What follows belongs to an exercise in optimizing a design on an open flow for small area; a production flow would make more cautious choices.
The RTL was checked by simulation tests, not by an equivalence proof against the original design.
No driver is modelled on the clock port, so clocking that relies on it looks cheaper here than on a real chip.
No activity file was given, so power comes from the tool's default toggle rates.

### constraint.sdc
create_clock -name core_clock -period 15.0 [get_ports {sysclk}]
set_input_delay 3.0000 -clock core_clock [delete_from_list [all_inputs] [get_ports {sysclk}]]
set_output_delay 3.0000 -clock core_clock [all_outputs]
set_load 0.01 [all_outputs]
### flow/pre_cts.tcl
# Flat clock tree: split the clock sinks into four groups by position (two
# halves by x, each split in two by y) and drive each group from the clock
# port through one clock buffer placed at the group's centroid.
set block [ord::get_db_block]
set dbu [$block getDbUnitsPerMicron]
set sinks {}
foreach it [[$block findNet sysclk] getITerms] {
  set inst [$it getInst]
  set loc [$inst getLocation]
  lappend sinks [list [lindex $loc 0] [lindex $loc 1] "[$inst getName]/[[$it getMTerm] getName]"]
}
set groups {}
set byx [lsort -integer -index 0 $sinks]
set h [expr {[llength $byx] / 2}]
foreach half [list [lrange $byx 0 [expr {$h - 1}]] [lrange $byx $h end]] {
  set byy [lsort -integer -index 1 $half]
  set q [expr {[llength $byy] / 2}]
  lappend groups [lrange $byy 0 [expr {$q - 1}]] [lrange $byy $q end]
}
set k 0
foreach grp $groups {
  set sx 0; set sy 0; set pins {}
  foreach s $grp {
    set sx [expr {$sx + [lindex $s 0]}]; set sy [expr {$sy + [lindex $s 1]}]
    lappend pins [get_pins [lindex $s 2]]
  }
  set n [llength $grp]
  set x [expr {double($sx) / $n / $dbu}]; set y [expr {double($sy) / $n / $dbu}]
  puts "clock group $k: $n sinks, buffer at $x $y"
  insert_buffer -buffer_cell sky130_fd_sc_hd__clkbuf_8 -net sysclk -load_pins $pins \
    -location [list $x $y] -buffer_name clkleaf_$k -net_name clkleaf_net_$k
  incr k
}
detailed_placement
### config.mk
export PLATFORM = sky130hd
export DESIGN_NAME = test
export DESIGN_NICKNAME = test
export VERILOG_FILES = /design/flow/design.v
export SDC_FILE = /design/flow/constraint.sdc
export NUM_CORES = 4
export LEC_CHECK = 0
export CAP_MARGIN = 20
export CORE_MARGIN = 2
export CORE_UTILIZATION = 40
export SLEW_MARGIN = 20
### standard.sh
#!/bin/bash
# synth_recipe.tcl (not shown) runs the flow's synth.tcl, then flattens the netlist and writes it again
# the make line also repeats each setting of config.mk as NAME=value (left out here)
make -C /OpenROAD-flow-scripts/flow DESIGN_CONFIG=/design/flow/config.mk WORK_HOME=/design/flow/orfs CLKGATE_MAP_FILE= SYNTH_SCRIPT=/design/flow/synth_recipe.tcl "${@:-finish}"
### design.v
module test(
input rst,
input sigin,
input sysclk,
input modecontrol,
output highfreq,
output [7:0]Cathodes,
output[3:0] AN
);
assign highfreq = modecontrol;
reg iq, iqq, oq;
reg [2:0] ts;
reg tout;
wire irise = iq & ~iqq;
wire osig = modecontrol ? tout : iq;
wire orise = osig & ~oq;
always @(posedge sysclk) begin
  if (rst) begin
    iq <= 0; iqq <= 0; oq <= 0; ts <= 0; tout <= 0;
  end else begin
    iq <= sigin; iqq <= iq; oq <= osig;
    if (irise) begin
      if (ts == 3'd4) begin ts <= 0; tout <= ~tout; end
      else ts <= ts + 1'b1;
    end
  end
end
reg [6:0] p;
reg [9:0] q;
reg ph;                       
wire tick = (p == 7'd93);
wire g = (p == 7'd125) && (q == 10'd524);
wire [10:0] qn = q + tick;
always @(posedge sysclk) begin
  if (rst) begin
    p <= 7'd122; q <= 10'd24; ph <= 0;
  end else begin
    p <= tick ? 7'd1 : {p[5:0], p[6] ^ p[5]};
    q <= qn[9:0] | {5'd0, qn[10], qn[10], 3'd0};
    if (g) ph <= ~ph;
  end
end
reg r;
reg [15:0] c;
wire clr = rst | (g & ph);
wire [4:0] e;
assign e[0] = r;
genvar i;
generate for (i = 0; i < 4; i = i + 1) begin : dg
  wire [3:0] b = c[4*i+3:4*i];
  wire [3:0] t;
  assign t[0] = e[i];
  assign t[1] = e[i] & b[0] & ~b[3];
  assign t[2] = e[i] & b[0] & b[1];
  assign t[3] = e[i] & b[0] & (b[3] | (b[1] & b[2]));
  assign e[i+1] = e[i] & b[0] & b[3];
  always @(posedge sysclk) c[4*i+3:4*i] <= clr ? 4'd0 : b ^ t;
end endgenerate
always @(posedge sysclk) r <= ~rst & orise & ~ph & ~g;
reg [3:0] dig;
wire [1:0] sel = q[1:0];
wire [3:0] m = sel[1] ? (sel[0] ? c[15:12] : c[11:8]) : (sel[0] ? c[7:4] : c[3:0]);
always @(posedge sysclk) dig <= rst ? 4'hF : tick ? m : dig;
wire [3:0] d = dig;
wire [6:0] seg;
assign seg[0] = (d[0] & ~d[1] & ~d[2] & ~d[3]) | (d[2] & d[3]) | (~d[0] & ~d[1] & d[2]);
assign seg[1] = (~d[0] & d[1] & d[2]) | (d[1] & d[3]) | (d[0] & ~d[1] & d[2]);
assign seg[2] = (d[1] & d[3]) | (~d[0] & d[1] & ~d[2]);
assign seg[3] = (~d[0] & ~d[1] & d[2]) | (d[0] & ~d[1] & ~d[2] & ~d[3]) | (d[0] & d[1] & d[2]);
assign seg[4] = (~d[1] & d[2]) | d[0];
assign seg[5] = (d[1] & ~d[2]) | (d[0] & ~d[2] & ~d[3]) | (d[0] & d[1]);
assign seg[6] = (~d[1] & ~d[2] & ~d[3]) | (d[0] & d[1] & d[2]);
wire blank = d[3] & d[1];
assign Cathodes = {1'b1, seg};
assign AN = {4{blank}} | ~{sel == 2'd0, sel == 2'd3, sel == 2'd2, sel == 2'd1};
endmodule
### flow/run.sh
#!/bin/bash
# Standard ORFS layout (the standard.sh, standard synthesis) with two
# changes: the port buffers are the smallest buffer cell, and the clock tree
# is flat, four clock buffers (clkbuf_8) fed by the clock port, each driving the
# registers of one quarter of the core (flow/pre_cts.tcl; TritonCTS then
# finds the clock already buffered and leaves it).
set -euo pipefail
export BUFFER_PORTS_ARGS="-buffer_cell sky130_fd_sc_hd__buf_1"
export PRE_CTS_TCL="$PWD/flow/pre_cts.tcl"
bash standard.sh > standard.log 2>&1
==> flow_summary.toml, run 1 <==
[power_and_ir_drop]
ir_drop_mv = 0.0527
total_power_w = 0.000186
static_leakage_nw = 0.836
power.density_cell_area_nw_per_um2 = 83.2

[clocking]
path_clk_slew_ns = 0.08
clock_latency_ns = 0.14
cts_setup_buffers = 0
postCtsResizedCells = 0
hold_buffer_count_at_cts = 0

[worst_setup_path]
logic_depth_of_the_worst_path_buffers_included = 2
crit_path_max_incr_delay_ns = 0.16
setup.reg_to_reg.worst_slack_ns = 12.71
worstPathCellList = "buf_1 -> buf_1"
startpoint_type = "primary input"
required_worst_endpoint_ns = 12.00
worstPathBufferInverterCount = 2
critical_path.reg2reg.startpoint = "q[4]"
worst_r2r_path_depth = 4
critPathMaxFanout = 2
worst_setup_path_startpoint = "modecontrol"
rr_endpoint = "c[3]"
critPathCaptureType = "primary output"
arrival_ns = 3.27
delay_heaviest_family_cp = "buffers and inverters"
critical-path-top-cell-by-count = "sky130_fd_sc_hd__buf_1"
worst-setup-path-type = "in -> out"
setup.worst_path.end = "highfreq"
critical_path.slowest_cell = "sky130_fd_sc_hd__buf_1"

[final_layout]
antenna_cells_inserted = 0
layout.nets = 260
area_delta_synth_final_pct = 7.18
final_core_util_pct = 44.2
layout.area.seq_sq_um = 921
final.fill_count = 528
fraction_of_final_layout_cells_sized_beyond_drive_strength_1_pct = 7.32
multi_input_area_sq_um = 1070

[global_route]
grt_pass1_wl_microns = 6110
grt_start_max_net_pins = 24
groute.usage.overall_pct = 12.1
number_of_antenna_violations_at_the_first_check_in_global_routing = 0
via_count_of_the_first_global_routing_pass = 1335
grt-ovfl-total = 0

[floorplanning]
die_h_microns = 76.3
floorplan.die_area_sq_um = 5820
initial_cell_density_of_the_core_pct = 41.2
floorplan.io_pins = 17
floorplan.die.width_microns = 76.3
fp-row-count = 26
core_area_sq_um = 5070

[synth]
postSynthNetCount = 249
synth_top_area_cell = "sky130_fd_sc_hd__dfxtp_1"
synth_cell_type_count = 40
yosys_register_bits = 46
ys_warn_count = 1
number_of_enable_flip_flop_cells_after_synthesis = 0
fraction_of_synthesis_flops_using_an_asynchronous_set_or_reset_pin_pct = 0
synth.top_cells.by_area = "sky130_fd_sc_hd__dfxtp_1 44%, sky130_fd_sc_hd__nor2_1 6.1%, sky130_fd_sc_hd__nand2_1 5.0%"
synth_common_cells = "46 x sky130_fd_sc_hd__dfxtp_1, 34 x sky130_fd_sc_hd__nor2_1, 28 x sky130_fd_sc_hd__nand2_1"
netlist.area_leader.share_pct = 44.0
postSynth.topFlopCell = "sky130_fd_sc_hd__dfxtp_1"
netlist_area_sq_um = 2090
seq_area_frac_synth_pct = 44.0
synthCells = 237
most_common_cell_in_the_synthesized_netlist = "sky130_fd_sc_hd__dfxtp_1"
post_synth.cell_area_avg_sq_um = 8.82

[routing]
drt-pass1-iter-count = 4
drtAntennaViolNets = 0
vias_per_cell = 4.76
routed_wl_microns = 3470
detailedRoute.firstIterationViolations = 67
drt_drc_violations_left = 0
routed_wire_length_per_instance_microns = 11.0
vias = 1504

[timing]
tcrit_tclk_final_pct = 41.8
fmaxAchievable_mhz = 159
finalWorstPathRequiredPeriod_ns = 6.27
setup_violations = 0
setup_tns_ns = 0
rsz0062_at_grt = "no"
hold_viol = 0
skew_ns = 0.00741
timing_max_transition_violations_final = 0
relSlewSlack_pct = 55.3
transition_time_at_the_pin_with_the_least_slew_margin_ns = 0.670

[placed_design]
portBuffers = 15
place_congestion = 0.758
dp_hpwl_microns = 2560

[run]
timing.max_cap.violations = 0

[hold_path]
hp-class = "reg -> reg"

[outcome]
run_status = "timing/DRC/antenna clean"
-- layer usage --
layer / part of all wire (%) / up-vias / GRT usage (%)
met5: 0 / - / 0
met4: 1.0 / 0 / 1.27
met3: 3.7 / 2 / 1.30
met2: 44 / 28 / 19.6
met1: 52 / 674 / 17.8
li1: - / 800 / -
-- flip-flops by register name, summed over array words and instances, names as in the netlist --
| signal | count |
|---|---|
| c | 16 |
| dig | 4 |
| iq | 1 |
| iqq | 1 |
| oq | 1 |
| p | 7 |
| ph | 1 |
| q | 10 |
| r | 1 |
| tout | 1 |
| ts | 3 |
-- power by group --
group,internal [W],total (W),switching (W),leakage [nW]
logic,0.00000244,0.00000639,0.00000395,0.434
clock network,0.0000244,0.0000552,0.0000308,0.0288
registers,0.000124,0.000125,0.00000106,0.373
-- stage by stage --
step                      instances  setup WS [ns]  hold WS (ns)  area [sq um]
after CTS                       316           8.73         0.389          2240
after global routing            316           8.72         0.430          2240
final                           316           8.73         0.402          2240
after global placement          312           8.74         0.382          2190
after detailed placement        312           8.73         0.388          2190
after floorplan                 237           8.88         0.376          2090
-- cells in the final DEF (no fill, tap or decap), types with 2 or more instances in the layout --
master                      n
sky130_fd_sc_hd__a21oi_1    9
sky130_fd_sc_hd__buf_1     15
sky130_fd_sc_hd__nand3b_1   3
sky130_fd_sc_hd__xnor2_1    9
sky130_fd_sc_hd__nand2b_1   4
sky130_fd_sc_hd__nand2_1   28
sky130_fd_sc_hd__o211ai_1   2
sky130_fd_sc_hd__nor2b_1   12
sky130_fd_sc_hd__and2_1     3
sky130_fd_sc_hd__inv_1     10
sky130_fd_sc_hd__nand3_1   16
sky130_fd_sc_hd__nor3_1     3
sky130_fd_sc_hd__nor2_1    34
sky130_fd_sc_hd__xor2_1     7
sky130_fd_sc_hd__o21ai_0    6
sky130_fd_sc_hd__mux2_2     2
sky130_fd_sc_hd__clkbuf_8   4
sky130_fd_sc_hd__dfxtp_1   46
sky130_fd_sc_hd__mux4_2     4
sky130_fd_sc_hd__or2_2      2
sky130_fd_sc_hd__or3_1      2
sky130_fd_sc_hd__ha_1       8
-- worst register-to-register path: cells and delay by family, from the launching register on --
kind | cells | cell delay [ns]
AND/OR/NAND/NOR | 3 | 1.19
flip-flops | 1 | 0.34
AO/OA/AOI/OAI | 1 | 0.62
-- worst min-delay path by stage --
stage | start | endpoint | slack, ns | depth (start not counted)
3_5_place_dp | oq | r | 0.39 | 1
5_1_grt | oq | r | 0.43 | 1
3_3_place_gp | oq | r | 0.38 | 1
4_1_cts | oq | r | 0.39 | 1
6_report | oq | r | 0.40 | 1
2_1_floorplan | oq | r | 0.38 | 1
-- logic make-up (layout without fill, tap and decap cells) --
family / after synthesis / count (layout) / synth area share (%)
other: 1 / 1 / 0.179
xor gates and xnor gates: 16 / 16 / 6.70
and+or+nand+nor: 115 / 115 / 26.9
AOI/OAI and AO/OA: 22 / 22 / 6.82
buffers and inverters: 22 / 31 / 4.67
adders and majority gates: 8 / 8 / 4.79
muxes: 7 / 7 / 5.86
DFF: 46 / 46 / 44.0
-- area by class of cell, without the clock buffers --
class                           instances  share of cell area, %
Inverter                               11                   1.84
Multi-Input combinational cell        169                   47.9
Sequential cell                        46                   41.1
Tap cell                               70                   3.91
Timing Repair Buffer                   16                   2.85
==> run 2: changes to the inputs <==
==> flow/run.sh (replaced) <==
#!/bin/bash
# The standard ORFS layout (standard.sh) with these changes:
# - synthesis is standard.sh's own script (synth_recipe.tcl, unchanged) but
#   the ABC technology mapping runs the area-oriented script flow/area.abc in
#   place of ORFS's speed script (the 15 ns clock leaves ample slack);
# - before floorplanning, each gate is swapped for the smallest cell of the
#   same function (flow/downsize.tcl); repair steps size up where needed;
# - port buffers are the smallest buffer cell;
# - the clock tree is flat: four clock buffers fed by the clock port, each
#   driving the registers of one quarter of the core (flow/pre_cts.tcl;
#   TritonCTS then finds the clock already buffered and leaves it).
# Each tool's output goes to standard.log here and to ORFS's logs under orfs/.
set -euo pipefail
W=$PWD
cat > "$W/my_synth.tcl" <<EOT
# Run synth_recipe.tcl with flow/area.abc as the ABC script.
proc abc {args} {
  set i [lsearch -exact \$args -script]
  if {\$i >= 0} { lset args [expr {\$i + 1}] $W/flow/area.abc }
  yosys abc {*}\$args
}
source $W/synth_recipe.tcl
EOT
sed "s#SYNTH_SCRIPT=[^ ]*synth_recipe.tcl#SYNTH_SCRIPT=$W/my_synth.tcl#" standard.sh > my_standard.sh
grep -q "SYNTH_SCRIPT=$W/my_synth.tcl" my_standard.sh
export BUFFER_PORTS_ARGS="-buffer_cell sky130_fd_sc_hd__buf_1"
export PRE_FLOORPLAN_TCL="$W/flow/downsize.tcl"
export PRE_CTS_TCL="$W/flow/pre_cts.tcl"
bash my_standard.sh > standard.log 2>&1
==> flow/area.abc (new file) <==
strash
ifraig
scorr
dc2
strash
&get -n
&dch -f
&nf -R 1000
&put
==> flow/downsize.tcl (new file) <==
# Gate sizing for area: the synthesis mapper sizes gates for a much tighter
# clock than the 15 ns target, so swap each gate for the smallest cell of the
# same function (same sky130 cell name without the drive suffix). Later
# repair_design and repair_timing steps size up again wherever slew,
# capacitance or timing need it.
set nswap 0
set saved 0.0
foreach inst [get_cells *] {
  set ref [get_property $inst ref_name]
  if {![regexp {^(sky130_fd_sc_hd__[a-z0-9]+)_([0-9]+)$} $ref -> base drive]} { continue }
  set best $ref
  set best_area [get_property [get_lib_cells $ref] area]
  foreach lc [get_lib_cells ${base}_*] {
    set n [get_property $lc name]
    if {![regexp {_[0-9]+$} $n]} { continue }
    if {[string first $n $::env(DONT_USE_CELLS)] >= 0} { continue }
    set a [get_property $lc area]
    if {$a < $best_area - 1e-6} { set best $n; set best_area $a }
  }
  if {$best ne $ref} {
    set saved [expr {$saved + [get_property [get_lib_cells $ref] area] - $best_area}]
    replace_cell $inst $best
    incr nswap
  }
}
puts "downsize: $nswap cells swapped, [format %.1f $saved] um2 saved"
--- a/flow/pre_cts.tcl
+++ b/flow/pre_cts.tcl
@@ -27,7 +27,7 @@
   set n [llength $grp]
   set x [expr {double($sx) / $n / $dbu}]; set y [expr {double($sy) / $n / $dbu}]
   puts "clock group $k: $n sinks, buffer at $x $y"
-  insert_buffer -buffer_cell sky130_fd_sc_hd__clkbuf_8 -net sysclk -load_pins $pins \
+  insert_buffer -buffer_cell sky130_fd_sc_hd__clkbuf_4 -net sysclk -load_pins $pins \
     -location [list $x $y] -buffer_name clkleaf_$k -net_name clkleaf_net_$k
   incr k
 }
--- a/config.mk
+++ b/config.mk
@@ -7,5 +7,5 @@
 export LEC_CHECK = 0
 export CAP_MARGIN = 20
 export CORE_MARGIN = 2
-export CORE_UTILIZATION = 40
+export CORE_UTILIZATION = 70
 export SLEW_MARGIN = 20
==> flow_summary.toml, run 2 <==
[routing]
dr_wl_met2_microns = 1630
met3RoutedLength_microns = 129
top_layer_used = "met4"
route.layer.met1.wl_microns = 1580
detailedRoute.firstIterationViolations = 64
vias_per_cell = 5.74
drt_drc_violations_left = 0
drt-pass1-iter-count = 4
drtAntennaViolNets = 0
vias = 1516
routed_wl_microns = 3380
routed_wire_length_per_instance_microns = 12.8

[power_and_ir_drop]
ir_drop_mv = 0.0852
total_power_w = 0.000173
static_leakage_nw = 0.799
power.density_cell_area_nw_per_um2 = 86.1

[final_layout]
layout_commonest_cell = "sky130_fd_sc_hd__dfxtp_1"
final.fill_count = 191
antenna_cells_inserted = 0
layout.nets = 248
most-common-layout-cells = "46 x sky130_fd_sc_hd__dfxtp_1, 30 x sky130_fd_sc_hd__nor2_1, 21 x sky130_fd_sc_hd__nand2_1"
fraction_of_final_layout_cells_sized_beyond_drive_strength_1_pct = 1.71
largestRegisters = "c: 16 flops, q: 10 flops, p: 7 flops"
final_design_area_no_fill_sq_um = 2010
largest_register_ff_count = 16
max_flop_register = "c"

[worst_setup_path]
critical_path.slowest_cell = "sky130_fd_sc_hd__buf_1"
critPathMaxFanout = 3
worstPathBufferInverterCount = 2
delay_heaviest_family_cp = "buffers and inverters"
critPathCaptureType = "primary output"
required_worst_endpoint_ns = 12.00
arrival_ns = 3.28
startpoint_type = "primary input"
worst-setup-path-type = "in -> out"
critical-path-top-cell-by-count = "sky130_fd_sc_hd__buf_1"
worstPathCellList = "buf_1 -> buf_1"
crit_path_max_incr_delay_ns = 0.16

[synth]
ys_warn_count = 1
seq_area_frac_synth_pct = 48.3
synth.top_cells.by_area = "sky130_fd_sc_hd__dfxtp_1 48%, sky130_fd_sc_hd__nor2_1 5.9%, sky130_fd_sc_hd__ha_1 5.3%"
number_of_enable_flip_flop_cells_after_synthesis = 0
synth_cell_type_count = 29
synth_top_area_cell = "sky130_fd_sc_hd__dfxtp_1"
synthCells = 217
yosys_register_bits = 46
postSynthNetCount = 229
yosysChipArea_sq_um = 1910
synth_common_cells = "46 x sky130_fd_sc_hd__dfxtp_1, 30 x sky130_fd_sc_hd__nor2_1, 21 x sky130_fd_sc_hd__nand2_1"
fraction_of_synthesis_flops_using_an_asynchronous_set_or_reset_pin_pct = 0
most_common_cell_in_the_synthesized_netlist = "sky130_fd_sc_hd__dfxtp_1"
postSynth.topFlopCell = "sky130_fd_sc_hd__dfxtp_1"
netlist.area_leader.share_pct = 48.3

[global_route]
grt_start_max_net_pins = 28
groute.usage.overall_pct = 21.8
number_of_antenna_violations_at_the_first_check_in_global_routing = 0
grt_pass1_wl_microns = 5850
grt-ovfl-total = 0
via_count_of_the_first_global_routing_pass = 1389

[clocking]
postCtsResizedCells = 0
cts_setup_buffers = 0
hold_buffer_count_at_cts = 0
clock_latency_ns = 0.17
path_clk_slew_ns = 0.10

[hold_path]
hp-class = "reg -> reg"

[timing]
timing_max_transition_violations_final = 0
relSlewSlack_pct = 28.7
fmaxAchievable_mhz = 159
finalHoldWorstSlack_ns = 0.411
setup_tns_ns = 0
skew_ns = 0.0109
setup_violations = 0
hold_viol = 0
rsz0062_at_grt = "no"
transition_time_at_the_pin_with_the_least_slew_margin_ns = 1.07
tcrit_tclk_final_pct = 41.9
finalWorstPathRequiredPeriod_ns = 6.28

[floorplanning]
floorplan.io_pins = 17
initial_cell_density_of_the_core_pct = 75.2
core_area_sq_um = 2520
die_h_microns = 56.1
floorplan.die.width_microns = 56.1
floorplan.die_area_sq_um = 3140
fp-row-count = 18

[placed_design]
portBuffers = 15
dp_hpwl_microns = 2500
place_congestion = 0.794
dpl_cell_area_sq_um = 1980

[outcome]
run_status = "timing/DRC/antenna clean"

[run]
timing.max_cap.violations = 0
## run 2: cell types whose count changed in the layout (fill, tap and decap cells not counted), moves of 5 or more
| cell | previous run | this run |
|---|---|---|
| sky130_fd_sc_hd__nand2_1 | 28 | 21 |
| sky130_fd_sc_hd__inv_1 | 10 | 0 |
| sky130_fd_sc_hd__nand3_1 | 16 | 8 |
| sky130_fd_sc_hd__and2_0 | 0 | 5 |
| sky130_fd_sc_hd__nor3_1 | 3 | 12 |
| sky130_fd_sc_hd__clkinv_1 | 1 | 10 |
| sky130_fd_sc_hd__a21o_1 | 0 | 6 |
| sky130_fd_sc_hd__and3_1 | 0 | 8 |
## run 2: worst paths after layout
| path | to | cells after the start | startpoint | slack (ns) |
|---|---|---|---|---|
| hold reg to reg | r | 1 | oq | 0.41 |
| setup reg to reg | q[4] | 10 | p[0] | 12.34 |
| hold / removal | r | 1 | oq | 0.41 |
| setup / recovery | highfreq | 2 | modecontrol | 8.72 |
## run 2: layout make-up, without the clock buffers
cell class / instances / area, sq um / area share, %
multi-input cells: 159 / 932 / 46.3
flip-flops and latches: 46 / 921 / 45.7
repair buffers: 15 / 56.3 / 2.80
inverters: 10 / 37.5 / 1.86
well taps: 30 / 37.5 / 1.86
## run 2: metrics by stage
step,cells,utilization (%),worst slack (ns)
floorplan,217,-,8.88
global placement,260,78.7,8.73
detailed placement,260,78.7,8.73
CTS,264,79.9,8.72
global route,264,79.9,8.71
finish,264,79.9,8.72
## run 2: power by group
part	switching [W]	internal (W)
clock network	0.0000288	0.0000128
logic	0.00000384	0.00000254
registers	0.00000128	0.000124
## run 2: worst register-to-register path: cells and delay by family (launching register included)
kind	cells	cell delay (ns)
AND/OR/NAND/NOR	5	1.25
flip-flops	1	0.33
buffers and inverters	1	0.18
adder cells (fa/ha/maj)	2	0.48
AO/OA/AOI/OAI	2	0.31
## run 2: logic make-up (layout without fill, tap and decap cells)
group,Yosys count,in the layout,share of synthesized area [%]
adders and majority gates,8,8,5.25
DFF,46,46,48.3
AOI/OAI and AO/OA,35,35,11.7
other,1,1,0.197
and+or+nand+nor,105,105,27.2
xor gates and xnor gates,10,10,4.60
buffers and inverters,12,29,2.76
## run 2: per-layer routing
metal	global-route usage, %	up-vias
li1	-	780
met1	28.7	700
met2	39.5	32
met3	1.16	4
met4	4.76	0
met5	0	-
==> run 3: changes to the inputs <==
--- a/flow/pre_cts.tcl
+++ b/flow/pre_cts.tcl
@@ -27,7 +27,7 @@
   set n [llength $grp]
   set x [expr {double($sx) / $n / $dbu}]; set y [expr {double($sy) / $n / $dbu}]
   puts "clock group $k: $n sinks, buffer at $x $y"
-  insert_buffer -buffer_cell sky130_fd_sc_hd__clkbuf_4 -net sysclk -load_pins $pins \
+  insert_buffer -buffer_cell sky130_fd_sc_hd__clkbuf_8 -net sysclk -load_pins $pins \
     -location [list $x $y] -buffer_name clkleaf_$k -net_name clkleaf_net_$k
   incr k
 }
--- a/config.mk
+++ b/config.mk
@@ -7,5 +7,5 @@
 export LEC_CHECK = 0
 export CAP_MARGIN = 20
 export CORE_MARGIN = 2
-export CORE_UTILIZATION = 70
+export CORE_UTILIZATION = 40
 export SLEW_MARGIN = 20
==> flow_summary.toml, run 3 <==
[power_and_ir_drop]
ir_drop_mv = 0.0559
seq_power_share_pct = 67.3
combPwrFrac_pct = 3.4
power.density_cell_area_nw_per_um2 = 89.7
static_leakage_nw = 0.814
switchingPower_w = 0.0000351
power.share.switching_pct = 18.9
cell_internal_pwr_w = 0.000151
power.clock.fraction_pct = 29.3

[timing]
relSlewSlack_pct = 64.8
rsz0062_at_grt = "no"
timing_max_transition_violations_final = 0
skew_ns = 0.00973
setup_tns_ns = 0
transition_time_at_the_pin_with_the_least_slew_margin_ns = 0.528
setup_violations = 0
finalWorstPathRequiredPeriod_ns = 6.28
hold_viol = 0
fmaxAchievable_mhz = 159
tcrit_tclk_final_pct = 41.8

[global_route]
grt_start_max_net_pins = 28
grt_pass1_wl_microns = 5510
grt-ovfl-total = 0
number_of_antenna_violations_at_the_first_check_in_global_routing = 0
via_count_of_the_first_global_routing_pass = 1318
groute.usage.overall_pct = 12.2

[outcome]
run_status = "timing/DRC/antenna clean"

[placed_design]
dp_hpwl_microns = 2380
place_congestion = 0.744
portBuffers = 15

[worst_setup_path]
required_worst_endpoint_ns = 12.00
critical_path.slowest_cell = "sky130_fd_sc_hd__buf_1"
delay_heaviest_family_cp = "buffers and inverters"
critPathCaptureType = "primary output"
worstPathCellList = "buf_1 -> buf_1"
arrival_ns = 3.28
startpoint_type = "primary input"
worst-setup-path-type = "in -> out"
critPathMaxFanout = 3
critical-path-top-cell-by-count = "sky130_fd_sc_hd__buf_1"
worstPathBufferInverterCount = 2
crit_path_max_incr_delay_ns = 0.16

[floorplanning]
fp-row-count = 25
die_h_microns = 72.9
initial_cell_density_of_the_core_pct = 40.7
floorplan.io_pins = 17
floorplan.die_area_sq_um = 5310
core_area_sq_um = 4660
floorplan.die.width_microns = 72.9

[synth]
postSynth.topFlopCell = "sky130_fd_sc_hd__dfxtp_1"
yosysChipArea_sq_um = 1910
fraction_of_synthesis_flops_using_an_asynchronous_set_or_reset_pin_pct = 0
netlist.area_leader.share_pct = 48.3
synth_top_area_cell = "sky130_fd_sc_hd__dfxtp_1"
number_of_enable_flip_flop_cells_after_synthesis = 0
postSynthNetCount = 229
synthCells = 217
most_common_cell_in_the_synthesized_netlist = "sky130_fd_sc_hd__dfxtp_1"
synth_common_cells = "46 x sky130_fd_sc_hd__dfxtp_1, 30 x sky130_fd_sc_hd__nor2_1, 21 x sky130_fd_sc_hd__nand2_1"
synth_cell_type_count = 29
ys_warn_count = 1
synth.top_cells.by_area = "sky130_fd_sc_hd__dfxtp_1 48%, sky130_fd_sc_hd__nor2_1 5.9%, sky130_fd_sc_hd__ha_1 5.3%"
yosys_register_bits = 46
seq_area_frac_synth_pct = 48.3

[final_layout]
final_core_util_pct = 44.6
layout.nets = 249
largest_register_ff_count = 16
largestRegisters = "c: 16 flops, q: 10 flops, p: 7 flops"
max_flop_register = "c"
antenna_cells_inserted = 0
final.fill_count = 461
most-common-layout-cells = "46 x sky130_fd_sc_hd__dfxtp_1, 30 x sky130_fd_sc_hd__nor2_1, 21 x sky130_fd_sc_hd__nand2_1"
layout_commonest_cell = "sky130_fd_sc_hd__dfxtp_1"
fraction_of_final_layout_cells_sized_beyond_drive_strength_1_pct = 2.13

[clocking]
path_clk_slew_ns = 0.07
hold_buffer_count_at_cts = 0
clock_latency_ns = 0.14
postCtsResizedCells = 0
cts_setup_buffers = 0

[routing]
routed_wire_length_per_instance_microns = 11.5
detailedRoute.firstIterationViolations = 40
drtAntennaViolNets = 0
routed_wl_microns = 3310
drt-pass1-iter-count = 4
vias_per_cell = 5.05
vias = 1460
drt_drc_violations_left = 0

[hold_path]
hp-class = "reg -> reg"

[run]
timing.max_cap.violations = 0
==> run 3: cell counts after synthesis <==
Identical to the previous run, type by type.
==> run 3: metal layers <==
metal	track usage, %	routed length, microns	vias to the layer above
met5	0	0	-
met2	22.0	1570	9
li1	-	-	775
met1	16.3	1620	668
met3	0.967	66	8
met4	1.65	58	0
==> run 3: logic make-up (layout without fill, tap and decap cells) <==
group                    count (synthesis)  in the layout  share of synthesized area [%]
AND/OR/NAND/NOR                        105            105                           27.2
flip-flops                              46             46                           48.3
AO/OA/AOI/OAI                           35             35                           11.7
buffers and inverters                   12             30                           2.76
XOR/XNOR                                10             10                           4.60
adder cells (fa/ha/maj)                  8              8                           5.25
other                                    1              1                          0.197
==> run 3: final timing paths <==
check | slack, ns | end | cells after the start | start
worst max-delay path | 8.72 | highfreq | 2 | modecontrol
worst min-delay path | 0.40 | r | 1 | oq
worst max register to register | 12.42 | q[4] | 10 | p[0]
worst min register to register | 0.40 | r | 1 | oq
==> run 3: layout make-up, without the clock buffers <==
| cell class | count | area, sq um | share of cell area [%] |
|---|---|---|---|
| tap | 54 | 67.6 | 3.25 |
| timing repair buffer | 16 | 63.8 | 3.07 |
| inverter | 10 | 37.5 | 1.81 |
| sequential | 46 | 921 | 44.3 |
| multi-input combinational | 159 | 932 | 44.9 |
==> run 3: per-stage QoR <==
stage | power (W) | hold slack [ns] | cells | worst slack, ns | area (sq um)
after global routing | 0.000193 | 0.427 | 289 | 8.71 | 2080
after floorplan | 0.000132 | 0.376 | 217 | 8.88 | 1900
final | 0.000186 | 0.402 | 289 | 8.72 | 2080
after CTS | 0.000177 | 0.393 | 289 | 8.72 | 2080
after detailed placement | 0.000135 | 0.393 | 285 | 8.72 | 2020
after global placement | 0.000135 | 0.390 | 285 | 8.74 | 2020
==> run 3: power groups by stage <==
stage                     Clock (W)  Combinational, W  Sequential, W
after floorplan                   0        0.00000432       0.000128
after global placement            0        0.00000642       0.000128
after detailed placement          0        0.00000653       0.000128
after CTS                 0.0000427        0.00000656       0.000128
after global routing      0.0000600        0.00000744       0.000126
final                     0.0000545        0.00000641       0.000125
==> run 4: changes to the inputs <==
--- a/design.v
+++ b/design.v
@@ -15,10 +15,11 @@
 wire osig = modecontrol ? tout : iq;
 wire orise = osig & ~oq;
 always @(posedge sysclk) begin
+  iqq <= iq; oq <= osig;
   if (rst) begin
-    iq <= 0; iqq <= 0; oq <= 0; ts <= 0; tout <= 0;
+    iq <= 0; ts <= 0; tout <= 0;
   end else begin
-    iq <= sigin; iqq <= iq; oq <= osig;
+    iq <= sigin;
     if (irise) begin
       if (ts == 3'd4) begin ts <= 0; tout <= ~tout; end
       else ts <= ts + 1'b1;
--- a/flow/run.sh
+++ b/flow/run.sh
@@ -6,8 +6,8 @@
 # - before floorplanning, each gate is swapped for the smallest cell of the
 #   same function (flow/downsize.tcl); repair steps size up where needed;
 # - port buffers are the smallest buffer cell;
-# - the clock tree is flat: four clock buffers fed by the clock port, each
-#   driving the registers of one quarter of the core (flow/pre_cts.tcl;
+# - the clock tree is flat: three clock buffers fed by the clock port, each
+#   driving the registers of one third of the core (split by x) (flow/pre_cts.tcl;
 #   TritonCTS then finds the clock already buffered and leaves it).
 # Each tool's output goes to standard.log here and to ORFS's logs under orfs/.
 set -euo pipefail
==> flow/area.abc (replaced) <==
strash
ifraig
scorr
&get -n
&deepsyn -T 20
&put
strash
&get -n
&dch -f
&nf -R 1000
&put
==> flow/pre_cts.tcl (replaced) <==
# Flat clock tree: split the clock sinks into three groups by x position and
# drive each group from the clock port through one clock buffer placed at the
# group's centroid.
set block [ord::get_db_block]
set dbu [$block getDbUnitsPerMicron]
set sinks {}
foreach it [[$block findNet sysclk] getITerms] {
  set inst [$it getInst]
  set loc [$inst getLocation]
  lappend sinks [list [lindex $loc 0] [lindex $loc 1] "[$inst getName]/[[$it getMTerm] getName]"]
}
set ngroups 3
set byx [lsort -integer -index 0 $sinks]
set n [llength $byx]
for {set k 0} {$k < $ngroups} {incr k} {
  set grp [lrange $byx [expr {$k * $n / $ngroups}] [expr {($k + 1) * $n / $ngroups - 1}]]
  set sx 0; set sy 0; set pins {}
  foreach s $grp {
    set sx [expr {$sx + [lindex $s 0]}]; set sy [expr {$sy + [lindex $s 1]}]
    lappend pins [get_pins [lindex $s 2]]
  }
  set m [llength $grp]
  set x [expr {double($sx) / $m / $dbu}]; set y [expr {double($sy) / $m / $dbu}]
  puts "clock group $k: $m sinks, buffer at $x $y"
  insert_buffer -buffer_cell sky130_fd_sc_hd__clkbuf_8 -net sysclk -load_pins $pins \
    -location [list $x $y] -buffer_name clkleaf_$k -net_name clkleaf_net_$k
}
detailed_placement
==> flow_summary.toml, run 4 <==
[timing]
timing_max_transition_violations_final = 0
setup_violations = 0
fmaxAchievable_mhz = 160
setup_tns_ns = 0
relSlewSlack_pct = 61.2
skew_ns = 0.00508
finalWorstPathRequiredPeriod_ns = 6.25
rsz0062_at_grt = "no"
tcrit_tclk_final_pct = 41.7
transition_time_at_the_pin_with_the_least_slew_margin_ns = 0.582
hold_viol = 0

[placed_design]
portBuffers = 15
place_inst = 278
dp_hpwl_microns = 2370
place_congestion = 0.732

[worst_setup_path]
rr_endpoint = "c[15]"
delay_heaviest_family_cp = "buffers and inverters"
startpoint_type = "primary input"
critPathMaxFanout = 2
critical_path.slowest_cell = "sky130_fd_sc_hd__buf_1"
required_worst_endpoint_ns = 12.00
arrival_ns = 3.25
setup.reg_to_reg.worst_slack_ns = 12.71
worstPathCellList = "buf_1 -> buf_1"
critical_path.reg2reg.startpoint = "c[0]"
worst_r2r_path_depth = 10
critical-path-top-cell-by-count = "sky130_fd_sc_hd__buf_1"
worst-setup-path-type = "in -> out"
critPathCaptureType = "primary output"
worstPathBufferInverterCount = 2
crit_path_max_incr_delay_ns = 0.16

[power_and_ir_drop]
seq_power_share_pct = 69.6
combPwrFrac_pct = 3.2
static_leakage_nw = 0.800
cell_internal_pwr_w = 0.000145
power.clock.fraction_pct = 27.2
power.density_cell_area_nw_per_um2 = 88.4
switchingPower_w = 0.0000348
ir_drop_mv = 0.0627
power.share.switching_pct = 19.4

[routing]
drt_drc_violations_left = 0
vias = 1440
routed_wl_microns = 3200
drt-pass1-iter-count = 4
routed_wire_length_per_instance_microns = 11.4
detailedRoute.firstIterationViolations = 79
drtAntennaViolNets = 0
vias_per_cell = 5.12

[global_route]
groute.usage.overall_pct = 12.7
number_of_antenna_violations_at_the_first_check_in_global_routing = 0
via_count_of_the_first_global_routing_pass = 1292
grt-ovfl-total = 0
grt_start_max_net_pins = 24
grt_pass1_wl_microns = 5640

[synth]
ys_warn_count = 1
postSynthNetCount = 224
number_of_enable_flip_flop_cells_after_synthesis = 0
synth_common_cells = "46 x sky130_fd_sc_hd__dfxtp_1, 39 x sky130_fd_sc_hd__nor2_1, 14 x sky130_fd_sc_hd__a21oi_1"
synth_top_area_cell = "sky130_fd_sc_hd__dfxtp_1"
netlist.area_leader.share_pct = 49.1
seq_area_frac_synth_pct = 49.1
yosysChipArea_sq_um = 1880
yosys_register_bits = 46
synth_cell_type_count = 30
synth.top_cells.by_area = "sky130_fd_sc_hd__dfxtp_1 49%, sky130_fd_sc_hd__nor2_1 7.8%, sky130_fd_sc_hd__ha_1 5.3%"
synthCells = 212
most_common_cell_in_the_synthesized_netlist = "sky130_fd_sc_hd__dfxtp_1"
fraction_of_synthesis_flops_using_an_asynchronous_set_or_reset_pin_pct = 0
postSynth.topFlopCell = "sky130_fd_sc_hd__dfxtp_1"

[hold_path]
hold_path_depth = 0
timing.hold.worst.start = "iq"
worstHoldEndpoint = "iqq"
hp-class = "reg -> reg"

[clocking]
cts_setup_buffers = 0
postCtsResizedCells = 0
hold_buffer_count_at_cts = 0
path_clk_slew_ns = 0.09
clock_latency_ns = 0.15

[floorplanning]
floorplan.io_pins = 17
fp-row-count = 24
initial_cell_density_of_the_core_pct = 42.3
die_h_microns = 72.3
floorplan.die.width_microns = 72.3
core_area_sq_um = 4410
floorplan.die_area_sq_um = 5230

[final_layout]
layout.nets = 243
largestRegisters = "c: 16 flops, q: 10 flops, p: 7 flops"
most-common-layout-cells = "46 x sky130_fd_sc_hd__dfxtp_1, 39 x sky130_fd_sc_hd__nor2_1, 15 x sky130_fd_sc_hd__buf_1"
layout_commonest_cell = "sky130_fd_sc_hd__dfxtp_1"
max_flop_register = "c"
fraction_of_final_layout_cells_sized_beyond_drive_strength_1_pct = 1.75
final.fill_count = 440
antenna_cells_inserted = 0
final_cell_count_no_fill = 281
largest_register_ff_count = 16

[outcome]
run_status = "timing/DRC/antenna clean"

[run]
timing.max_cap.violations = 0
==> run 4: cell types whose count changed after synthesis, sizes merged, moves of 2 or more <==
cell,delta
nor2,+9
and3,+4
and2,-2
a21o,-4
nand3,-2
clkinv,-3
a41oi,+2
a211o,-3
nand2,-10
a21oi,+3
==> run 4: power by group through the flow <==
stage | combinational, W | clock, W | sequential (W)
floorplan | 0.00000385 | 0 | 0.000127
global placement | 0.00000582 | 0 | 0.000128
detailed placement | 0.00000580 | 0 | 0.000128
CTS | 0.00000580 | 0.0000368 | 0.000128
global route | 0.00000651 | 0.0000545 | 0.000125
finish | 0.00000576 | 0.0000488 | 0.000125
==> run 4: worst max path at each step <==
stage,start,endpoint,cells after the start
6_report,modecontrol,highfreq,2
5_1_grt,modecontrol,highfreq,2
4_1_cts,modecontrol,highfreq,2
3_5_place_dp,modecontrol,highfreq,2
3_3_place_gp,modecontrol,highfreq,2
2_1_floorplan,modecontrol,highfreq,1
==> run 4: through the flow <==
stage	area (sq um)	hold slack (ns)	total power (W)	worst slack, ns	utilization (%)
after floorplan	1870	0.337	0.000131	8.88	-
after global placement	1990	0.353	0.000134	8.75	45.1
after detailed placement	1990	0.351	0.000134	8.75	45.1
after CTS	2030	0.351	0.000170	8.75	46.0
after global routing	2030	0.380	0.000186	8.71	46.0
final	2030	0.362	0.000179	8.75	46.0
==> run 4: cells by family after synthesis <==
group | Yosys count | share of synthesized area [%]
compound gates | 33 | 10.7
xor+xnor | 9 | 4.20
fa+ha+maj | 8 | 5.34
buf+inv | 9 | 2.20
flops | 46 | 49.1
mux | 1 | 0.600
other cells | 1 | 0.200
simple gates | 105 | 27.7
==> run 4: area by class of cell, without the clock buffers <==
| class | instances | area (sq um) | area share [%] |
|---|---|---|---|
| inverter | 7 | 26.3 | 1.29 |
| multi-input combinational | 157 | 913 | 45.0 |
| sequential | 46 | 921 | 45.3 |
| tap | 52 | 65.1 | 3.20 |
| timing repair buffer | 16 | 63.8 | 3.14 |
==> run 4: metal layers <==
layer | part of all wire (%) | global-route usage, % | up-vias
met3 | 3.4 | 0.833 | 3
met4 | 1.0 | 1.05 | 0
li1 | - | - | 762
met5 | 0 | 0 | -
met2 | 42 | 20.9 | 22
met1 | 53 | 19.0 | 653
==> run 5: changes to the inputs <==
--- a/design.v
+++ b/design.v
@@ -30,11 +30,11 @@
 reg [9:0] q;
 reg ph;                       
 wire tick = (p == 7'd93);
-wire g = (p == 7'd125) && (q == 10'd524);
+wire g = (p == 7'd125) && (&q);
 wire [10:0] qn = q + tick;
 always @(posedge sysclk) begin
   if (rst) begin
-    p <= 7'd122; q <= 10'd24; ph <= 0;
+    p <= 7'd122; q <= 10'd523; ph <= 0;
   end else begin
     p <= tick ? 7'd1 : {p[5:0], p[6] ^ p[5]};
     q <= qn[9:0] | {5'd0, qn[10], qn[10], 3'd0};
@@ -60,7 +60,7 @@
 always @(posedge sysclk) r <= ~rst & orise & ~ph & ~g;
 reg [3:0] dig;
 wire [1:0] sel = q[1:0];
-wire [3:0] m = sel[1] ? (sel[0] ? c[15:12] : c[11:8]) : (sel[0] ? c[7:4] : c[3:0]);
+wire [3:0] m = sel[1] ? (sel[0] ? c[3:0] : c[15:12]) : (sel[0] ? c[11:8] : c[7:4]);
 always @(posedge sysclk) dig <= rst ? 4'hF : tick ? m : dig;
 wire [3:0] d = dig;
 wire [6:0] seg;
@@ -73,5 +73,5 @@
 assign seg[6] = (~d[1] & ~d[2] & ~d[3]) | (d[0] & d[1] & d[2]);
 wire blank = d[3] & d[1];
 assign Cathodes = {1'b1, seg};
-assign AN = {4{blank}} | ~{sel == 2'd0, sel == 2'd3, sel == 2'd2, sel == 2'd1};
+assign AN = {4{blank}} | ~{sel == 2'd3, sel == 2'd2, sel == 2'd1, sel == 2'd0};
 endmodule
==> flow_summary.toml, run 5 <==
[global_route]
grt_pass1_wl_microns = 5540
grt_start_max_net_pins = 25
grt-ovfl-total = 0
via_count_of_the_first_global_routing_pass = 1222
groute.usage.overall_pct = 12.5
number_of_antenna_violations_at_the_first_check_in_global_routing = 0

[synth]
postSynthNetCount = 223
synth_common_cells = "46 x sky130_fd_sc_hd__dfxtp_1, 41 x sky130_fd_sc_hd__nor2_1, 13 x sky130_fd_sc_hd__a21oi_1, 13 x sky130_fd_sc_hd__nand2_1, 9 x sky130_fd_sc_hd__nor3_1"
synth_cell_type_count = 31
netlist.area_leader.share_pct = 49.5
most_common_cell_in_the_synthesized_netlist = "sky130_fd_sc_hd__dfxtp_1"
postSynth.topFlopCell = "sky130_fd_sc_hd__dfxtp_1"
synth_top_area_cell = "sky130_fd_sc_hd__dfxtp_1"
number_of_enable_flip_flop_cells_after_synthesis = 0
synth.top_cells.by_area = "sky130_fd_sc_hd__dfxtp_1 49%, sky130_fd_sc_hd__nor2_1 8.3%, sky130_fd_sc_hd__ha_1 5.4%"
yosys_register_bits = 46
fraction_of_synthesis_flops_using_an_asynchronous_set_or_reset_pin_pct = 0
yosysChipArea_sq_um = 1860
ys_warn_count = 1
seq_area_frac_synth_pct = 49.5
synthCells = 211

[power_and_ir_drop]
cell_internal_pwr_w = 0.000145
switchingPower_w = 0.0000353
power.density_cell_area_nw_per_um2 = 89.3
power.clock.fraction_pct = 27.3
seq_power_share_pct = 69.4
combPwrFrac_pct = 3.3
ir_drop_mv = 0.0613
total_power_w = 0.000180
static_leakage_nw = 0.757
power.share.switching_pct = 19.6

[floorplanning]
floorplan.die_area_sq_um = 5190
die_h_microns = 72.1
fp-row-count = 24
core_area_sq_um = 4410
floorplan.io_pins = 17
initial_cell_density_of_the_core_pct = 42.0
floorplan.die.width_microns = 72.1

[worst_setup_path]
worstPathBufferInverterCount = 2
critical_path.slowest_cell = "sky130_fd_sc_hd__buf_1"
arrival_ns = 3.25
delay_heaviest_family_cp = "buffers and inverters"
worstPathCellList = "buf_1 -> buf_1"
critPathCaptureType = "primary output"
worst-setup-path-type = "in -> out"
required_worst_endpoint_ns = 12.00
critPathMaxFanout = 2
startpoint_type = "primary input"
crit_path_max_incr_delay_ns = 0.16
critical-path-top-cell-by-count = "sky130_fd_sc_hd__buf_1"

[timing]
rsz0062_at_grt = "no"
finalHoldWorstSlack_ns = 0.365
setup_violations = 0
skew_ns = 0.00530
transition_time_at_the_pin_with_the_least_slew_margin_ns = 0.547
finalWorstPathRequiredPeriod_ns = 6.25
hold_viol = 0
setup_tns_ns = 0
relSlewSlack_pct = 63.5
tcrit_tclk_final_pct = 41.7
fmaxAchievable_mhz = 160
timing_max_transition_violations_final = 0

[routing]
drt_drc_violations_left = 0
routed_wire_length_per_instance_microns = 11.5
vias = 1418
drtAntennaViolNets = 0
vias_per_cell = 5.06
detailedRoute.firstIterationViolations = 56
drt-pass1-iter-count = 4
routed_wl_microns = 3210

[outcome]
run_status = "timing/DRC/antenna clean"

[clocking]
postCtsResizedCells = 0
path_clk_slew_ns = 0.09
cts_setup_buffers = 0
clock_latency_ns = 0.15
hold_buffer_count_at_cts = 0

[final_layout]
largestRegisters = "c: 16 flops, q: 10 flops, p: 7 flops"
antenna_cells_inserted = 0
largest_register_ff_count = 16
max_flop_register = "c"
layout.nets = 242
fraction_of_final_layout_cells_sized_beyond_drive_strength_1_pct = 1.75
layout_commonest_cell = "sky130_fd_sc_hd__dfxtp_1"
final.fill_count = 442
layout.area.seq_sq_um = 921
final_core_util_pct = 45.7
most-common-layout-cells = "46 x sky130_fd_sc_hd__dfxtp_1, 41 x sky130_fd_sc_hd__nor2_1, 15 x sky130_fd_sc_hd__buf_1"
multi_input_area_sq_um = 895

[placed_design]
dp_hpwl_microns = 2340
portBuffers = 15
place_congestion = 0.721

[hold_path]
hp-class = "reg -> reg"

[run]
timing.max_cap.violations = 0
-- run 5: cell types whose count changed after synthesis, sizes merged, moves of 3 or more --
cell   delta
nor2b     -3
and3      -6
nor3      -4
a22oi     +4
-- run 5: final timing paths --
kind	from	end	slack [ns]	depth (start not counted)
worst max-delay path	modecontrol	highfreq	8.75	2
worst min-delay path	iq	iqq	0.37	0
worst min register to register	iq	iqq	0.37	0
worst max register to register	c[0]	c[15]	12.75	11
-- run 5: power by group through the flow --
stage | Combinational [W] | Clock [W] | Sequential, W
after global routing | 0.00000680 | 0.0000549 | 0.000125
after CTS | 0.00000596 | 0.0000368 | 0.000128
final | 0.00000585 | 0.0000492 | 0.000125
after global placement | 0.00000585 | 0 | 0.000128
after detailed placement | 0.00000591 | 0 | 0.000128
after floorplan | 0.00000393 | 0 | 0.000127
-- run 5: final cells by class, without the clock buffers --
class                      count  share of cell area, %
inverter                       8                   1.49
multi-input combinational    155                   44.4
sequential                    46                   45.7
tap                           52                   3.23
timing repair buffer          16                   3.17
-- run 5: kinds of logic (layout without fill, tap and decap cells) --
family                     count (synthesis)  after routing  synth area share [%]
and+or+nand+nor                           98             98                  24.8
DFF                                       46             46                  49.5
AOI/OAI and AO/OA                         39             39                  13.3
buffers and inverters                     10             27                  2.42
adders and majority gates                  8              8                  5.38
xor gates and xnor gates                   8              8                  3.77
other                                      1              1                 0.202
muxes                                      1              1                 0.605
-- run 5: routing by layer --
layer	global-route usage (%)	wire [microns]	share of wire, %	vias to the layer above
li1	-	-	-	756
met1	19.2	1770	55	635
met2	19.9	1310	41	23
met3	0.972	107	3.3	4
met4	1.05	32	1.0	0
met5	0	0	0	-
-- run 5: stage by stage --
step	worst slack, ns	cells	instance area [sq um]
detailed placement	8.75	277	1970
global placement	8.75	277	1970
CTS	8.75	280	2020
floorplan	8.88	211	1850
global route	8.74	280	2020
finish	8.75	280	2020
==> run 6: changes to the inputs <==
==> flow/area.abc (replaced) <==
strash
ifraig
scorr
&get -n
&deepsyn -T 20
&put
strash
&get -n
&dch -f
&nf -R 1000 -p
&put
--- a/config.mk
+++ b/config.mk
@@ -5,7 +5,7 @@
 export SDC_FILE = /design/flow/constraint.sdc
 export NUM_CORES = 4
 export LEC_CHECK = 0
-export CAP_MARGIN = 20
+export CAP_MARGIN = 0
 export CORE_MARGIN = 2
 export CORE_UTILIZATION = 40
-export SLEW_MARGIN = 20
+export SLEW_MARGIN = 0
==> flow_summary.toml, run 6 <==
[outcome]
run_status = "timing/DRC/antenna clean"

[final_layout]
multi_input_area_sq_um = 903
antenna_cells_inserted = 0
largestRegisters = "c: 16 flops, q: 10 flops, p: 7 flops"
layout.area.seq_sq_um = 921
final.fill_count = 426
largest_register_ff_count = 16
layout.nets = 238
most-common-layout-cells = "46 x sky130_fd_sc_hd__dfxtp_1, 38 x sky130_fd_sc_hd__nor2_1, 15 x sky130_fd_sc_hd__buf_1"
max_flop_register = "c"
layout_commonest_cell = "sky130_fd_sc_hd__dfxtp_1"
fraction_of_final_layout_cells_sized_beyond_drive_strength_1_pct = 1.79

[placed_design]
dp_hpwl_microns = 2330
post-place-ws_ns = 8.75
portBuffers = 15
place_congestion = 0.739

[global_route]
via_count_of_the_first_global_routing_pass = 1379
grt-ovfl-total = 0
groute.usage.overall_pct = 12.9
grt_pass1_wl_microns = 5750
number_of_antenna_violations_at_the_first_check_in_global_routing = 0
grt_start_max_net_pins = 25

[floorplanning]
floorplan.io_pins = 17
initial_cell_density_of_the_core_pct = 41.8
floorplan.die_area_sq_um = 5180
die_h_microns = 71.9
fp-row-count = 24
floorplan.die.width_microns = 71.9
core_area_sq_um = 4410

[timing]
finalWorstPathRequiredPeriod_ns = 6.25
final_critical_path_setup_slack_ns = 8.75
setup_tns_ns = 0
hold_viol = 0
transition_time_at_the_pin_with_the_least_slew_margin_ns = 0.542
tcrit_tclk_final_pct = 41.7
setup_violations = 0
fmaxAchievable_mhz = 160
skew_ns = 0.0104
rsz0062_at_grt = "no"
timing_max_transition_violations_final = 0
finalHoldWorstSlack_ns = 0.365
relSlewSlack_pct = 63.9

[synth]
seq_area_frac_synth_pct = 49.7
number_of_enable_flip_flop_cells_after_synthesis = 0
yosys_register_bits = 46
synthCells = 207
synth_top_area_cell = "sky130_fd_sc_hd__dfxtp_1"
postSynth.topFlopCell = "sky130_fd_sc_hd__dfxtp_1"
postSynthNetCount = 219
synth_cell_type_count = 32
synth.top_cells.by_area = "sky130_fd_sc_hd__dfxtp_1 50%, sky130_fd_sc_hd__nor2_1 7.7%, sky130_fd_sc_hd__ha_1 5.4%"
most_common_cell_in_the_synthesized_netlist = "sky130_fd_sc_hd__dfxtp_1"
fraction_of_synthesis_flops_using_an_asynchronous_set_or_reset_pin_pct = 0
ys_warn_count = 1
netlist.area_leader.share_pct = 49.7
synth_common_cells = "46 x sky130_fd_sc_hd__dfxtp_1, 38 x sky130_fd_sc_hd__nor2_1, 13 x sky130_fd_sc_hd__nand2_1"
yosysChipArea_sq_um = 1850

[worst_setup_path]
worst-setup-path-type = "in -> out"
critical_path.slowest_cell = "sky130_fd_sc_hd__buf_1"
crit_path_max_incr_delay_ns = 0.15
delay_heaviest_family_cp = "buffers and inverters"
startpoint_type = "primary input"
arrival_ns = 3.25
worstPathBufferInverterCount = 2
worstPathCellList = "buf_1 -> buf_1"
critPathCaptureType = "primary output"
critical-path-top-cell-by-count = "sky130_fd_sc_hd__buf_1"
required_worst_endpoint_ns = 12.00
critPathMaxFanout = 2

[routing]
drt_drc_violations_left = 0
vias = 1401
routed_wire_length_per_instance_microns = 11.4
detailedRoute.firstIterationViolations = 67
routed_wl_microns = 3140
drt-pass1-iter-count = 4
vias_per_cell = 5.08
drtAntennaViolNets = 0

[hold_path]
hp-class = "reg -> reg"

[power_and_ir_drop]
power.density_cell_area_nw_per_um2 = 89.6
static_leakage_nw = 0.756
ir_drop_mv = 0.0721

[clocking]
cts_setup_buffers = 0
postCtsResizedCells = 0
path_clk_slew_ns = 0.09
hold_buffer_count_at_cts = 0
clock_latency_ns = 0.16

[run]
timing.max_cap.violations = 0
[run 6: cell count changes after synthesis]
cell                       previous run  this run
sky130_fd_sc_hd__o21a_1               2         1
sky130_fd_sc_hd__clkinv_1             8         4
sky130_fd_sc_hd__nor2_1              41        38
sky130_fd_sc_hd__nor3b_1              0         1
sky130_fd_sc_hd__a21oi_1             13        12
sky130_fd_sc_hd__nor2b_1              8        12
[run 6: cell type report, without the clock buffers]
class / instances / area share, %
Inverter: 4 / 0.747
Timing Repair Buffer: 16 / 3.18
Sequential cell: 46 / 45.8
Multi-Input combinational cell: 155 / 45.0
Tap cell: 52 / 3.24
[run 6: logic make-up after synthesis]
family | after synthesis | synth area share [%]
AOI/OAI and AO/OA | 37 | 12.7
xor gates and xnor gates | 8 | 3.78
adders and majority gates | 8 | 5.40
buffers and inverters | 6 | 1.62
DFF | 46 | 49.7
muxes | 1 | 0.607
other | 1 | 0.202
and+or+nand+nor | 100 | 26.0
[run 6: stage by stage]
step / instances / util, % / total power (W) / cell area, sq um
5_1_grt: 276 / 45.5 / 0.000186 / 2010
4_1_cts: 276 / 45.5 / 0.000170 / 2010
3_3_place_gp: 273 / 44.6 / 0.000133 / 1970
6_report: 276 / 45.5 / 0.000180 / 2010
2_1_floorplan: 207 / - / 0.000131 / 1850
3_5_place_dp: 273 / 44.6 / 0.000134 / 1970
[run 6: final timing paths]
| kind | slack [ns] | end | cells after the start | from |
|---|---|---|---|---|
| max reg2reg | 12.75 | c[15] | 11 | c[0] |
| min reg2reg | 0.37 | iqq | 0 | iq |
| max | 8.75 | highfreq | 2 | modecontrol |
| min | 0.37 | iqq | 0 | iq |
[run 6: routing by layer]
metal | routed length (microns) | part of all wire (%) | global-route usage (%) | vias up
li1 | - | - | - | 753
met1 | 1610 | 51 | 17.7 | 627
met2 | 1400 | 45 | 23.1 | 19
met3 | 100 | 3.2 | 0.972 | 2
met4 | 27 | 0.86 | 1.05 | 0
met5 | 0 | 0 | 0 | -
[run 6: report_power, final]
group	internal [W]	total [W]	switching, W
sequential	0.000124	0.000125	0.00000105
clock	0.0000185	0.0000494	0.0000309
combinational	0.00000221	0.00000562	0.00000341
==> run 7: changes to the inputs <==
==> flow/pre_cts.tcl (replaced) <==
# Flat clock tree: split the clock sinks into three groups by x position and
# drive each group from the clock port through one clock buffer placed at the
# group's centroid.
set block [ord::get_db_block]
set dbu [$block getDbUnitsPerMicron]
set sinks {}
foreach it [[$block findNet sysclk] getITerms] {
  set inst [$it getInst]
  set loc [$inst getLocation]
  lappend sinks [list [lindex $loc 0] [lindex $loc 1] "[$inst getName]/[[$it getMTerm] getName]"]
}
# group sizes and buffers: the two larger groups get clkbuf_8, the smallest
# (a fifth of the sinks) clkbuf_4
set byx [lsort -integer -index 0 $sinks]
set n [llength $byx]
set n3 [expr {$n / 5}]
set n1 [expr {($n - $n3) / 2}]
set bounds [list 0 $n1 [expr {$n - $n3}] $n]
set cells {sky130_fd_sc_hd__clkbuf_8 sky130_fd_sc_hd__clkbuf_8 sky130_fd_sc_hd__clkbuf_4}
for {set k 0} {$k < 3} {incr k} {
  set grp [lrange $byx [lindex $bounds $k] [expr {[lindex $bounds [expr {$k + 1}]] - 1}]]
  set sx 0; set sy 0; set pins {}
  foreach s $grp {
    set sx [expr {$sx + [lindex $s 0]}]; set sy [expr {$sy + [lindex $s 1]}]
    lappend pins [get_pins [lindex $s 2]]
  }
  set m [llength $grp]
  set x [expr {double($sx) / $m / $dbu}]; set y [expr {double($sy) / $m / $dbu}]
  puts "clock group $k: $m sinks, [lindex $cells $k] at $x $y"
  insert_buffer -buffer_cell [lindex $cells $k] -net sysclk -load_pins $pins \
    -location [list $x $y] -buffer_name clkleaf_$k -net_name clkleaf_net_$k
}
detailed_placement
==> flow_summary.toml, run 7 <==
[final_layout]
most-common-layout-cells = "46 x sky130_fd_sc_hd__dfxtp_1, 38 x sky130_fd_sc_hd__nor2_1, 15 x sky130_fd_sc_hd__buf_1"
fraction_of_final_layout_cells_sized_beyond_drive_strength_1_pct = 1.79
largest_register_ff_count = 16
final.fill_count = 429
max_flop_register = "c"
layout.nets = 238
final_design_area_no_fill_sq_um = 2000
layout_commonest_cell = "sky130_fd_sc_hd__dfxtp_1"
largestRegisters = "c: 16 flops, q: 10 flops, p: 7 flops"
antenna_cells_inserted = 0

[synth]
yosys_register_bits = 46
ys_warn_count = 1
synthCells = 207
post_synth_and_or_nand_nor_area_fraction_pct = 26.0
synth_common_cells = "46 x sky130_fd_sc_hd__dfxtp_1, 38 x sky130_fd_sc_hd__nor2_1, 13 x sky130_fd_sc_hd__nand2_1"
seq_area_frac_synth_pct = 49.7
fraction_of_synthesis_flops_using_an_asynchronous_set_or_reset_pin_pct = 0
yosysChipArea_sq_um = 1850
netlist.area_leader.share_pct = 49.7
synth_compound_area_share_pct = 12.7
synth_top_family_by_area = "simple AND/OR/NAND/NOR gates"
postSynthNetCount = 219
synth_top_area_cell = "sky130_fd_sc_hd__dfxtp_1"
synthAdderAreaFrac_pct = 5.40
synth.top_cells.by_area = "sky130_fd_sc_hd__dfxtp_1 50%, sky130_fd_sc_hd__nor2_1 7.7%, sky130_fd_sc_hd__ha_1 5.4%"
number_of_enable_flip_flop_cells_after_synthesis = 0
synth_xor_xnor_area_share_pct = 3.78
postSynth.topFlopCell = "sky130_fd_sc_hd__dfxtp_1"
post_synth_mux_area_share_pct = 0.607
most_common_cell_in_the_synthesized_netlist = "sky130_fd_sc_hd__dfxtp_1"
synth_cell_type_count = 32

[routing]
vias_per_cell = 5.11
drt-pass1-iter-count = 4
drtAntennaViolNets = 0
vias = 1409
routed_wire_length_per_instance_microns = 11.4
detailedRoute.firstIterationViolations = 54
routed_wl_microns = 3150
drt_drc_violations_left = 0

[global_route]
gr-usage-met1_pct = 18.0
grt-ovfl-total = 0
grt_start_max_net_pins = 25
via_count_of_the_first_global_routing_pass = 1371
grt_pass1_wl_microns = 5790
grt_busiest_layer = "met2"
globalRouteMet2Util_pct = 23.0
number_of_antenna_violations_at_the_first_check_in_global_routing = 0
use_met3_pct = 0.972
groute.usage.overall_pct = 13.0

[placed_design]
post-place-ws_ns = 8.75
dpl_cell_area_sq_um = 1970
dp_hpwl_microns = 2330
portBuffers = 15
place_congestion = 0.739

[timing]
setup_violations = 0
final_critical_path_setup_slack_ns = 8.75
hold_viol = 0
relSlewSlack_pct = 63.9
timing_max_transition_violations_final = 0
fmaxAchievable_mhz = 160
transition_time_at_the_pin_with_the_least_slew_margin_ns = 0.541
rsz0062_at_grt = "no"
finalWorstPathRequiredPeriod_ns = 6.25
skew_ns = 0.0139
setup_tns_ns = 0
tcrit_tclk_final_pct = 41.7

[worst_setup_path]
critical-path-top-cell-by-count = "sky130_fd_sc_hd__buf_1"
worst-setup-path-type = "in -> out"
startpoint_type = "primary input"
setup.reg_to_reg.worst_slack_ns = 12.74
worstPathCellList = "buf_1 -> buf_1"
arrival_ns = 3.25
required_worst_endpoint_ns = 12.00
crit_path_max_incr_delay_ns = 0.15
critPathCaptureType = "primary output"
critical_path.slowest_cell = "sky130_fd_sc_hd__buf_1"
worstPathBufferInverterCount = 2
delay_heaviest_family_cp = "buffers and inverters"
critPathMaxFanout = 2

[clocking]
cts_setup_buffers = 0
clock_latency_ns = 0.17
postCtsResizedCells = 0
path_clk_slew_ns = 0.10
hold_buffer_count_at_cts = 0

[outcome]
run_status = "timing/DRC/antenna clean"

[floorplanning]
fp-row-count = 24
floorplan.die_area_sq_um = 5180
floorplan.die.width_microns = 71.9
die_h_microns = 71.9
initial_cell_density_of_the_core_pct = 41.8
floorplan.io_pins = 17
core_area_sq_um = 4410

[power_and_ir_drop]
static_leakage_nw = 0.754
ir_drop_mv = 0.0842
power.density_cell_area_nw_per_um2 = 88.2

[hold_path]
hp-class = "reg -> reg"

[run]
timing.max_cap.violations = 0
run 7: cell counts after synthesis:
Identical to the previous run, type by type.
run 7: worst register-to-register path, cell delays in order (launching register included):
cell and delay [ns]:
sky130_fd_sc_hd__dfxtp_1 0.33, sky130_fd_sc_hd__ha_1 0.23, sky130_fd_sc_hd__and2_0 0.19, sky130_fd_sc_hd__ha_1 0.22, sky130_fd_sc_hd__and2_0 0.19, sky130_fd_sc_hd__ha_1 0.22
sky130_fd_sc_hd__and2_0 0.19, sky130_fd_sc_hd__ha_1 0.22, sky130_fd_sc_hd__nand2_1 0.10, sky130_fd_sc_hd__nor2_1 0.06, sky130_fd_sc_hd__a2bb2oi_1 0.15, sky130_fd_sc_hd__nor2_1 0.05
run 7: cell families after synthesis:
kind of cell,after synthesis
other,1
buffers and inverters,6
muxes,1
and+or+nand+nor,100
adders and majority gates,8
DFF,46
AOI/OAI and AO/OA,37
xor gates and xnor gates,8
run 7: worst paths after layout:
path | startpoint | to | cells after the start
max | modecontrol | highfreq | 2
max reg2reg | c[0] | c[15] | 11
min reg2reg | iq | iqq | 0
min | iq | iqq | 0
run 7: layout make-up, without the clock buffers:
type	instances	area, sq um	area share, %
Timing Repair Buffer	16	63.8	3.19
Sequential cell	46	921	46.0
Inverter	4	15.0	0.750
Tap cell	52	65.1	3.25
Multi-Input combinational cell	155	903	45.1
run 7: layer usage:
metal / wire length [microns] / up-vias
met3: 88 / 2
met5: 0 / -
li1: - / 752
met1: 1650 / 638
met4: 23 / 0
met2: 1390 / 17
run 7: power breakdown:
group           total [W]  internal [W]  switching [W]  leakage (nW)
logic          0.00000562    0.00000221     0.00000341         0.362
registers        0.000125      0.000124     0.00000105         0.373
clock network   0.0000461     0.0000157      0.0000305        0.0190
run 7: stage by stage:
step / power (W) / instances / hold WS [ns] / utilization (%)
after detailed placement: 0.000134 / 273 / 0.357 / 44.6
after floorplan: 0.000131 / 207 / 0.337 / -
after global routing: 0.000184 / 276 / 0.378 / 45.4
final: 0.000177 / 276 / 0.368 / 45.4
after CTS: 0.000168 / 276 / 0.357 / 45.4
after global placement: 0.000133 / 273 / 0.354 / 44.6

[what the ideal ports hide]
The results above use ideal ports. As a check the final layouts listed here were re-extracted and re-timed, cells and wires unchanged. Step 1 sets driving cells, clkbuf_16 on the clock port and buf_2 on the other inputs (assumed; they add their load-dependent delay and slew). Step 2 adds t to the input delays and takes it off the output delays; t is the mean of the earliest and latest rising clock arrival at the registers after step 1. Input paths then give back, and output paths get back, about the clock's delay inside the block. Three values: ideal, step 1, step 2; two values: the first two.
| run | t, ns | slack for setup (ns) | worst setup path after step 2 | cell pins on the clock port's net |
|---|---|---|---|---|
| run 1 | 0.191 | 8.728 / 8.703 / 8.703 | input to output | 4 |
| run 2 | 0.212 | 8.722 / 8.699 / 8.699 | input to output | 4 |
| run 3 | 0.190 | 8.724 / 8.699 / 8.699 | input to output | 4 |
| run 4 | 0.192 | 8.748 / 8.726 / 8.726 | input to output | 3 |
| run 5 | 0.192 | 8.745 / 8.723 / 8.723 | input to output | 3 |
| run 6 | 0.192 | 8.751 / 8.729 / 8.729 | input to output | 3 |
| run 7 | 0.200 | 8.751 / 8.729 / 8.729 | input to output | 3 |
After both steps setup and hold are still met in every run listed.
